Source: an optimization exercise on an open RTL-to-GDS flow (aim: small area and a short achievable clock period). Production flows keep margins and buffers that such runs may drop. Power is estimated from default activity; no workload was simulated.

the reference run:
// arm_exe
module arm_exe (
    input             clk,
    input             rst,
    input      [31:0] PC,
    input             MEM_R_EN,
    input             MEM_W_EN,
    input      [3:0]  EXE_CMD,
    input             I,
    input      [31:0] Val_RN,
    input      [31:0] Val_RM,
    input      [11:0] imm,
    input      [11:0] shift_operand,
    input      [23:0] signed_immed_24,
    input      [3:0]  status,
    output reg [31:0] BranchAddr,
    output reg [3:0]  status_out,
    output reg [31:0] ALU_out
);
Size in the first run: about 1500 cells after synthesis, roughly 67 flip-flops, roughly 230 I/O pins, roughly 8900 um^2 of cells after synthesis.
==> module Val2gen, before the edit <==
module Val2gen (
    input         m,
    input         I,
    input  [31:0] Val_RM,
    input  [11:0] imm,
    input  [11:0] shift_operand,
    output [31:0] Val2
);
wire [4:0] n   = shift_operand[11:7];
wire [1:0] st  = shift_operand[6:5];
wire       t_lsl = (st == 2'b00);
wire       nm    = ~m;
wire       sh    = nm & ~I;
wire [30:0] hi;
wire [31:0] lo;
genvar i;
generate
    for (i = 0; i < 31; i = i + 1) begin : g_hi
        reg rs;
        always @(*) begin
            case (st)
            2'b00:   rs = Val_RM[i+1];
            2'b01:   rs = 1'b0;
            2'b10:   rs = Val_RM[31];
            default: rs = Val_RM[i];
            endcase
        end
        if (i < 8) begin : g_i
            assign hi[i] = I ? imm[i] : rs;
        end else begin : g_z
            assign hi[i] = ~I & rs;
        end
    end
    for (i = 0; i < 32; i = i + 1) begin : g_lo
        if (i < 8)
            assign lo[i] = sh ? (~t_lsl & Val_RM[i]) : imm[i];
        else if (i < 12)
            assign lo[i] = sh ? (~t_lsl & Val_RM[i]) : (m & imm[i]);
        else if (i < 31)
            assign lo[i] = sh & ~t_lsl & Val_RM[i];
        else
            assign lo[i] = sh & (t_lsl ? Val_RM[0] : Val_RM[31]);
    end
endgenerate
wire [4:0] k = {5{nm}} & (I ? {imm[11:8], 1'b0} : (n ^ {5{t_lsl}}));
wire [62:0] s0 = {hi, lo};
wire [46:0] s4 = k[4] ? s0[62:16] : s0[46:0];
wire [38:0] s3 = k[3] ? s4[46:8]  : s4[38:0];
wire [34:0] s2 = k[2] ? s3[38:4]  : s3[34:0];
wire [32:0] s1 = k[1] ? s2[34:2]  : s2[32:0];
assign Val2    = k[0] ? s1[32:1]  : s1[31:0];
endmodule
==> module ALU, before the edit <==
module ALU (input [3:0] ALU_Comnd,
            input [31:0] Val1, Val2,
            input C,
            output [31:0] ALU_out,
            output [3:0] SR);
wire [3:0] cmd = ALU_Comnd;
wire add   = cmd == 4'b0010;
wire adc   = cmd == 4'b0011;
wire sub   = cmd == 4'b0100;
wire sbc   = cmd == 4'b0101;
wire arith = add | adc | sub | sbc;
wire neg   = sub | sbc;
wire pos   = add | adc;
wire cin   = ((adc | sbc) & C) | sub;
reg [3:0] t;
always @(*) begin
    case (cmd)
    4'b0001: t = 4'b1010;            
    4'b1001: t = 4'b0101;            
    4'b0010, 4'b0011,
    4'b1000: t = 4'b0110;            
    4'b0100, 4'b0101: t = 4'b1001;   
    4'b0110: t = 4'b1000;            
    4'b0111: t = 4'b1110;            
    default: t = 4'b0000;
    endcase
end
wire [31:0] A = Val1, B = Val2;
wire [31:0] X, g, k;
genvar i;
generate
    for (i = 0; i < 32; i = i + 1) begin : g_bit
        assign X[i] = t[{A[i], B[i]}];
        assign g[i] = A[i] & ((B[i] & pos) | (~B[i] & neg));
        assign k[i] = (A[i] & arith) | (B[i] & pos) | (~B[i] & neg);
    end
endgenerate
wire [32:0] c;       
prefix_carry #(.N(32), .TYPE(1)) pc (.g(g), .k(k), .cin(cin), .c(c));
assign ALU_out = X ^ c[31:0];
wire [31:0] zb = ~(X ^ {k[30:0], cin});
wire Z1 = &zb;
wire N1 = ALU_out[31];
wire C1 = c[32] ^ neg;
wire V1 = arith & ~(A[31] ^ B[31] ^ neg) & (A[31] ^ c[31]);
assign SR = {Z1, C1, N1, V1};
endmodule
Settings: LEC_CHECK=0, ABC_AREA=1, CAP_MARGIN=20, CORE_MARGIN=2, CORE_UTILIZATION=40, PLACE_DENSITY=0.6, SETUP_SLACK_MARGIN=3.6, SLEW_MARGIN=20; clock period 10.0 ns.
standard.sh (not shown) runs the stock make flow with config.mk's settings and CLKGATE_MAP_FILE= SYNTH_SCRIPT=/design/flow/synth_recipe.tcl, a recipe that flattens the netlist after the stock synthesis.
==> flow/flow/run.sh <==
#!/bin/bash
# Own layout flow: the standard ORFS flow (standard.sh) with these changes:
#  - synthesis maps with the ABC script in flow/abc.script (an area-oriented
#    mapping; OpenROAD's repair steps buffer and size the netlist later),
#  - the port buffers that global placement inserts are buf_1 cells,
#  - clock tree synthesis uses small buffers and no dummy loads.
# Everything else (synthesis script, floorplan, power grid, tap cells,
# placement, CTS, routing) is the standard flow. Each tool's output goes
# to the ORFS logs under orfs/logs; make's own output to flow_make.log.
set -euo pipefail
W=$(pwd)
rm -rf "$W/own_scripts"
cp -r "$FLOW_HOME/scripts" "$W/own_scripts"
cp "$W/flow/abc.script" "$W/own_scripts/abc_area.script"
export SCRIPTS_DIR="$W/own_scripts"
export BUFFER_PORTS_ARGS="-buffer_cell sky130_fd_sc_hd__buf_1"
# clock tree of clkbuf_4 and clkbuf_8 cells, and
# no dummy loads
export CTS_ARGS="-sink_clustering_enable -repair_clock_nets -buf_list \"sky130_fd_sc_hd__clkbuf_4 sky130_fd_sc_hd__clkbuf_8\" -dont_use_dummy_load"
bash "$W/standard.sh" > "$W/flow_make.log" 2>&1
==> flow/flow/abc.script <==
strash
dch
map -D 3500
buffer -c
upsize -c
dnsize -c
The reference run finished every stage and its layout cleared the timing, design-rule and antenna checks.
Input-level comparison between the trial run and the reference run:
==> flow/design.v, changed modules only <==
module Val2gen (
    input         m,
    input         I,
    input  [31:0] Val_RM,
    input  [11:0] imm,
    input  [11:0] shift_operand,
    output [31:0] Val2
);
wire [4:0] n   = shift_operand[11:7];
wire [1:0] st  = shift_operand[6:5];
wire       t_lsl = (st == 2'b00);
wire       t_ror = (st == 2'b11);
wire       t_asr = (st == 2'b10);
wire       nm    = ~m;
wire       sh    = nm & ~I;
wire [30:0] hi;
wire [31:0] lo;
genvar i;
generate
    for (i = 0; i < 31; i = i + 1) begin : g_hi
        wire rs = (t_ror & Val_RM[i]) | (t_asr & Val_RM[31]) | (t_lsl & Val_RM[i+1]);
        if (i < 8)
            assign hi[i] = I ? imm[i] : rs;
        else
            assign hi[i] = ~I & rs;
    end
    for (i = 0; i < 32; i = i + 1) begin : g_lo
        if (i < 8)
            assign lo[i] = sh ? (~t_lsl & Val_RM[i]) : imm[i];
        else if (i < 12)
            assign lo[i] = sh ? (~t_lsl & Val_RM[i]) : (m & imm[i]);
        else if (i < 31)
            assign lo[i] = sh & ~t_lsl & Val_RM[i];
        else
            assign lo[i] = sh & (t_lsl ? Val_RM[0] : Val_RM[31]);
    end
endgenerate
wire [4:0] k = {5{nm}} & (I ? {imm[11:8], 1'b0} : (n ^ {5{t_lsl}}));
wire [62:0] s0 = {hi, lo};
wire [46:0] s4 = k[4] ? s0[62:16] : s0[46:0];
wire [38:0] s3 = k[3] ? s4[46:8]  : s4[38:0];
wire [34:0] s2 = k[2] ? s3[38:4]  : s3[34:0];
wire [32:0] s1 = k[1] ? s2[34:2]  : s2[32:0];
assign Val2    = k[0] ? s1[32:1]  : s1[31:0];
endmodule
module ALU (input [3:0] ALU_Comnd,
            input [31:0] Val1, Val2,
            input C,
            output [31:0] ALU_out,
            output [3:0] SR);
wire [3:0] cmd = ALU_Comnd;
wire add   = cmd == 4'b0010;
wire adc   = cmd == 4'b0011;
wire sub   = cmd == 4'b0100;
wire sbc   = cmd == 4'b0101;
wire arith = add | adc | sub | sbc;
wire neg   = sub | sbc;
wire pos   = add | adc;
wire cin   = ((adc | sbc) & C) | sub;
reg [3:0] t;
always @(*) begin
    case (cmd)
    4'b0001: t = 4'b1010;            
    4'b1001: t = 4'b0101;            
    4'b0010, 4'b0011,
    4'b1000: t = 4'b0110;            
    4'b0100, 4'b0101: t = 4'b1001;   
    4'b0110: t = 4'b1000;            
    4'b0111: t = 4'b1110;            
    default: t = 4'b0000;
    endcase
end
wire [31:0] A = Val1, B = Val2;
wire [31:0] X, g, k;
genvar i;
generate
    for (i = 0; i < 32; i = i + 1) begin : g_bit
        assign X[i] = t[{A[i], B[i]}];
        assign g[i] = A[i] & ((B[i] & pos) | (~B[i] & neg));
        assign k[i] = (A[i] & arith) | (B[i] & pos) | (~B[i] & neg);
    end
endgenerate
wire [32:0] c;       
prefix_carry #(.N(32), .TYPE(0)) pc (.g(g), .k(k), .cin(cin), .c(c));
assign ALU_out = X ^ c[31:0];
wire [31:0] zb = ~(X ^ {k[30:0], cin});
wire Z1 = &zb;
wire N1 = ALU_out[31];
wire C1 = c[32] ^ neg;
wire V1 = arith & ~(A[31] ^ B[31] ^ neg) & (A[31] ^ c[31]);
assign SR = {Z1, C1, N1, V1};
endmodule
[summary]
- [compare] base=the reference run new=the trial run: area added between synthesis and finish grew by 1.0 points; cell area went up; minimum setup slack in the final design went down by 30 ps; cell area after synthesis went up 6.0%.
- The trial run vs. the reference run: global-route track usage on met1 went up; first-pass GRT wire length higher; total chip power rose 0.000014 W; critical-path maximum fanout went up.
- When the final numbers for the reference run and the trial run were put side by side, the power share of the combinational group turned out to be greater in the trial run.
- Delta (the trial run minus the reference run): longest individual stage delay on the worst path shows an increase of 160 ps, final wirelength picked up an extra 11%.
No run of this note included a check of the RTL's function; only the layout flow was run.

[re-timing with driven ports]
The flow's constraints put no driver on any port. The routed layouts listed below were extracted and timed again, unchanged, in two steps.
Step 1 assumes that a clkbuf_16 drives the clock port and a buf_2 every other input.
Step 2 also shifts input and output timing later by t, the mid clock arrival at the registers, as if the neighbouring blocks saw the same clock.
a / b / c = ideal ports / drivers / drivers and shift; a / b = the first two.
run | shift t [ns] | setup slack, ns | worst hold slack (ns) | worst setup path after step 2
the reference run | 0.391 | 3.936 / 3.956 / 3.565 | 1.724 / 1.707 / 2.098 | input to register
the trial run | 0.393 | 3.905 / 3.926 / 3.532 | 1.724 / 1.706 / 2.099 | input to register
After both steps setup and hold are still met in every run listed. For the trial run, which loses most, drivers alone change the setup slack by +0.021 ns; drivers and shift together by -0.373 ns.
